Context: an optimization exercise on an open-source flow, tuned for small area. The choices shown serve that exercise and are no tape-out recipe.
Only simulation tests tie the RTL to the original design; equivalence was not proved.
No activity file was given, so power comes from the tool's default toggle rates.

// memGame_Top
module memGame_Top(Clk, Rst, game_b, p1_b, p1_inputNum, seqDisp, p1Disp, pointDisp, r_LED, g_LED);
clock: 20.0 ns
lec_check: 0
abc_area: 1
cap_margin: 20
core_margin: 2
core_utilization: 40
cts_buf_list: sky130_fd_sc_hd__clkbuf_4 sky130_fd_sc_hd__clkbuf_8
slew_margin: 20
standard.sh (not shown) runs the stock make flow with config.mk's settings and CLKGATE_MAP_FILE= SYNTH_SCRIPT=/design/flow/synth_recipe.tcl, a recipe that flattens the netlist after the stock synthesis.
==> flow/flow/run.sh <==
#!/bin/bash
# Own layout flow: the standard synthesis, then its combinational logic re-mapped with a
# stronger, area-oriented ABC script (flip-flops are left exactly as synthesis made them), then
# the standard layout steps, with the port buffers made with the smallest buffer cell.
set -euo pipefail
W=$(pwd)
R=$W/orfs/results/$FLOW_PLATFORM/memGame_Top/base
F=$W/flow
YOSYS=$(command -v yosys || echo "$FLOW_HOME/../tools/install/yosys/bin/yosys")
PDK=$FLOW_HOME/platforms/$FLOW_PLATFORM

# 1. standard synthesis
bash standard.sh synth > "$W/run_synth.log" 2>&1

# 2. re-map the combinational logic
cp "$R/1_2_yosys.v" "$W/1_2_yosys_standard.v"
export REOPT_LIB=$PDK/lib/sky130_fd_sc_hd__tt_025C_1v80.lib
export REOPT_DONT_USE="$(sed -n '/^export DONT_USE_CELLS/,/^$/p' "$PDK/config.mk" | grep -o 'sky130_fd_sc_hd__[a-z0-9_]*' | tr '\n' ' ')"
export REOPT_IN=$W/1_2_yosys_standard.v
export REOPT_OUT=$W/1_2_yosys_reopt.v
export REOPT_ABC=$F/area.abc
"$YOSYS" -c "$F/reopt.tcl" > "$W/run_reopt.log" 2>&1
cp "$REOPT_OUT" "$R/1_2_yosys.v"
rm -f "$R/1_synth.odb" "$R/1_synth.sdc"

# 3. standard layout from the re-mapped netlist
export BUFFER_PORTS_ARGS="-buffer_cell sky130_fd_sc_hd__buf_1"
export CTS_ARGS="-sink_clustering_enable -repair_clock_nets -buf_list {sky130_fd_sc_hd__clkbuf_16} -dont_use_dummy_load"
bash standard.sh > "$W/run_layout.log" 2>&1
==> flow/flow/area.abc <==
strash
&get -n
&deepsyn -T 60
&put
dch -f
amap
topo
==> flow/flow/reopt.tcl <==
# Re-map the combinational logic of the standard synthesis netlist with a stronger ABC script.
# Flip-flops stay as they are: same instances, names and cell types.
yosys -import
set lib $::env(REOPT_LIB)
set dont_use {}
foreach c $::env(REOPT_DONT_USE) { lappend dont_use -dont_use $c }
read_liberty -overwrite -setattr liberty_cell -ignore_miss_func $lib
read_verilog $::env(REOPT_IN)
hierarchy -top memGame_Top
blackbox sky130_fd_sc_hd__*df* sky130_fd_sc_hd__*dl* sky130_fd_sc_hd__conb_*
flatten
# wires that flattening the library cells created are internal
yosys rename -hide w:_*_.*
opt_clean -purge
tee -o $::env(REOPT_OUT).before.txt stat
abc -script $::env(REOPT_ABC) -liberty $lib {*}$dont_use
read_liberty -lib -overwrite $lib
opt_clean -purge
setundef -zero
splitnets
opt_clean -purge
hilomap -singleton -hicell sky130_fd_sc_hd__conb_1 HI -locell sky130_fd_sc_hd__conb_1 LO
insbuf -buf sky130_fd_sc_hd__buf_1 A X
tee -o $::env(REOPT_OUT).stat.txt stat -liberty $lib
check -assert -mapped
write_verilog -noattr -nohex -nodec $::env(REOPT_OUT)
Change:
--- a/flow/flow/run.sh
+++ b/flow/flow/run.sh
@@ -27,3 +27,3 @@
 export BUFFER_PORTS_ARGS="-buffer_cell sky130_fd_sc_hd__buf_1"
-export CTS_ARGS="-sink_clustering_enable -repair_clock_nets -buf_list {sky130_fd_sc_hd__clkbuf_16} -dont_use_dummy_load"
+export CTS_ARGS="-sink_clustering_enable -repair_clock_nets -buf_list {sky130_fd_sc_hd__clkbuf_4 sky130_fd_sc_hd__clkbuf_8} -dont_use_dummy_load"
 bash standard.sh > "$W/run_layout.log" 2>&1
Outcome:
- The changed run produced a clean layout
- wire length hardly moves
- clock power came out lower by 31%
- sequential power hardly moves
- hold slack improves by 0.0047 ns
- via count came out lower by 0.70%
- sequential cell count is unchanged
- area after synthesis does not change
- total power came out lower by 13%
- design area came out lower by 1.8%
- utilization came out lower by 0.84 points
- worst setup slack improves by 0.011 ns

---

memGame_Top, a different RTL version from the one above (not shown whole).
Size in the first run: ~51 I/O pins, roughly 0.0056 mm^2 of cells after synthesis.
// memGame_Top
module memGame_Top(Clk, Rst, game_b, p1_b, p1_inputNum, seqDisp, p1Disp, pointDisp, r_LED, g_LED);
  input Clk, Rst, game_b, p1_b;
  input [3:0] p1_inputNum;
  output [17:0] r_LED;
  output [3:0] g_LED;
  output [6:0] seqDisp, p1Disp, pointDisp;
  localparam [3:0] S_Init = 4'd0, S_Init0 = 4'd1, S_GetNum = 4'd2, S_Shift = 4'd3,
                   S_Stage1 = 4'd4, S_Mod = 4'd5, S_Generate = 4'd6, S_Add = 4'd7,
                   S_WaitForPush = 4'd8, S_InputSeq = 4'd9, S_Verify = 4'd10;
  localparam [31:0] C1 = 32'b01110010100111010100101001011110;
  localparam [31:0] C2 = 32'b01101111001100100001100011001011;
  localparam [31:0] C3 = 32'b10101001010010110111000010011110;
  localparam [31:0] C4 = 32'b01100100001100011001001101111011;
  reg gw, gp, pw, pp;
  always @(posedge Clk) begin
    gw <= Rst & ~game_b & ~gp;
    gp <= Rst & gw & game_b;
    pw <= Rst & ~p1_b & ~pp;
    pp <= Rst & pw & p1_b;
  end
  wire gameButton = gp;
  wire pButton = pp;
  ...
==> flow/config.mk <==
export PLATFORM = sky130hd
export DESIGN_NAME = memGame_Top
export DESIGN_NICKNAME = memGame_Top
export VERILOG_FILES = /design/flow/design.v
export SDC_FILE = /design/flow/constraint.sdc
export NUM_CORES = 4
export LEC_CHECK = 0
export ABC_AREA = 1
export CAP_MARGIN = 20
export CORE_MARGIN = 2
export CORE_UTILIZATION = 40
export CTS_BUF_LIST = sky130_fd_sc_hd__clkbuf_4 sky130_fd_sc_hd__clkbuf_8
export SLEW_MARGIN = 20
==> flow/constraint.sdc <==
create_clock -name core_clock -period 20.0 [get_ports {Clk}]
set_input_delay 4.0000 -clock core_clock [delete_from_list [all_inputs] [get_ports {Clk}]]
set_output_delay 4.0000 -clock core_clock [all_outputs]
set_load 0.01 [all_outputs]
==> flow/flow/run.sh <==
#!/bin/bash
# Own layout flow: the standard synthesis, then its combinational logic re-mapped with a
# stronger, area-oriented ABC script (flip-flops are left exactly as synthesis made them), then
# the standard layout steps, with the port buffers made with the smallest buffer cell.
set -euo pipefail
W=$(pwd)
R=$W/orfs/results/$FLOW_PLATFORM/memGame_Top/base
F=$W/flow
YOSYS=$(command -v yosys || echo "$FLOW_HOME/../tools/install/yosys/bin/yosys")
PDK=$FLOW_HOME/platforms/$FLOW_PLATFORM

# 1. standard synthesis
bash standard.sh synth > "$W/run_synth.log" 2>&1

# 2. re-map the combinational logic
cp "$R/1_2_yosys.v" "$W/1_2_yosys_standard.v"
export REOPT_LIB=$PDK/lib/sky130_fd_sc_hd__tt_025C_1v80.lib
export REOPT_DONT_USE="$(sed -n '/^export DONT_USE_CELLS/,/^$/p' "$PDK/config.mk" | grep -o 'sky130_fd_sc_hd__[a-z0-9_]*' | tr '\n' ' ')"
export REOPT_IN=$W/1_2_yosys_standard.v
export REOPT_OUT=$W/1_2_yosys_reopt.v
export REOPT_ABC=$F/area.abc
"$YOSYS" -c "$F/reopt.tcl" > "$W/run_reopt.log" 2>&1
cp "$REOPT_OUT" "$R/1_2_yosys.v"
rm -f "$R/1_synth.odb" "$R/1_synth.sdc"

# 3. standard layout from the re-mapped netlist
export BUFFER_PORTS_ARGS="-buffer_cell sky130_fd_sc_hd__buf_1"
bash standard.sh > "$W/run_layout.log" 2>&1
==> flow/flow/area.abc <==
strash
&get -n
&deepsyn -T 30
&put
dch -f
amap
topo
Scripts as last shown in full above: flow/flow/reopt.tcl
==> next run, changes <==
CTS_BUF_LIST = unset   (was sky130_fd_sc_hd__clkbuf_4 sky130_fd_sc_hd__clkbuf_8)
The changed run passed the timing, DRC and antenna checks.
Synthesized cell count does not change.
Global-route usage stays flat.
Cell area went up by 1.6%.
Count of clock-buffer cells in the layout does not change.
Area after synthesis does not change.
Total power rises by 6.4%.
Clock power increases by 36%.
Final cell count is unchanged.
Maximum frequency goes up by 0.92%.
Sequential power stays flat.
Setup slack gets better by 0.096 ns.

[re-timing with driven ports]
Ports are ideal in the flow. The routed layouts listed here were re-timed in OpenROAD. Step 1: set_driving_cell puts a clkbuf_16 on Clk and a buf_2 on each other input, an assumption about the parent block. Step 2 moves the port delays by t, midway between the first and last clock arrival at a register: inputs arrive t later, outputs are due t later. That takes back most of the time a late clock gives input paths. a / b / c = no drivers / after step 1 / after step 2; a / b = the first two.
run	t, ns	slack for setup (ns)	latest minus earliest clock arrival (ns)
the first run of note 1	0.370	10.548 / 10.507 / 10.877	0.019 / 0.019
the second run of note 1	0.386	10.559 / 10.525 / 10.911	0.024 / 0.024
the first run of note 2	0.397	9.462 / 9.430 / 9.827	0.013 / 0.012
the second run of note 2	0.376	9.558 / 9.521 / 9.897	0.011 / 0.012
After both steps every run listed still meets setup and hold.
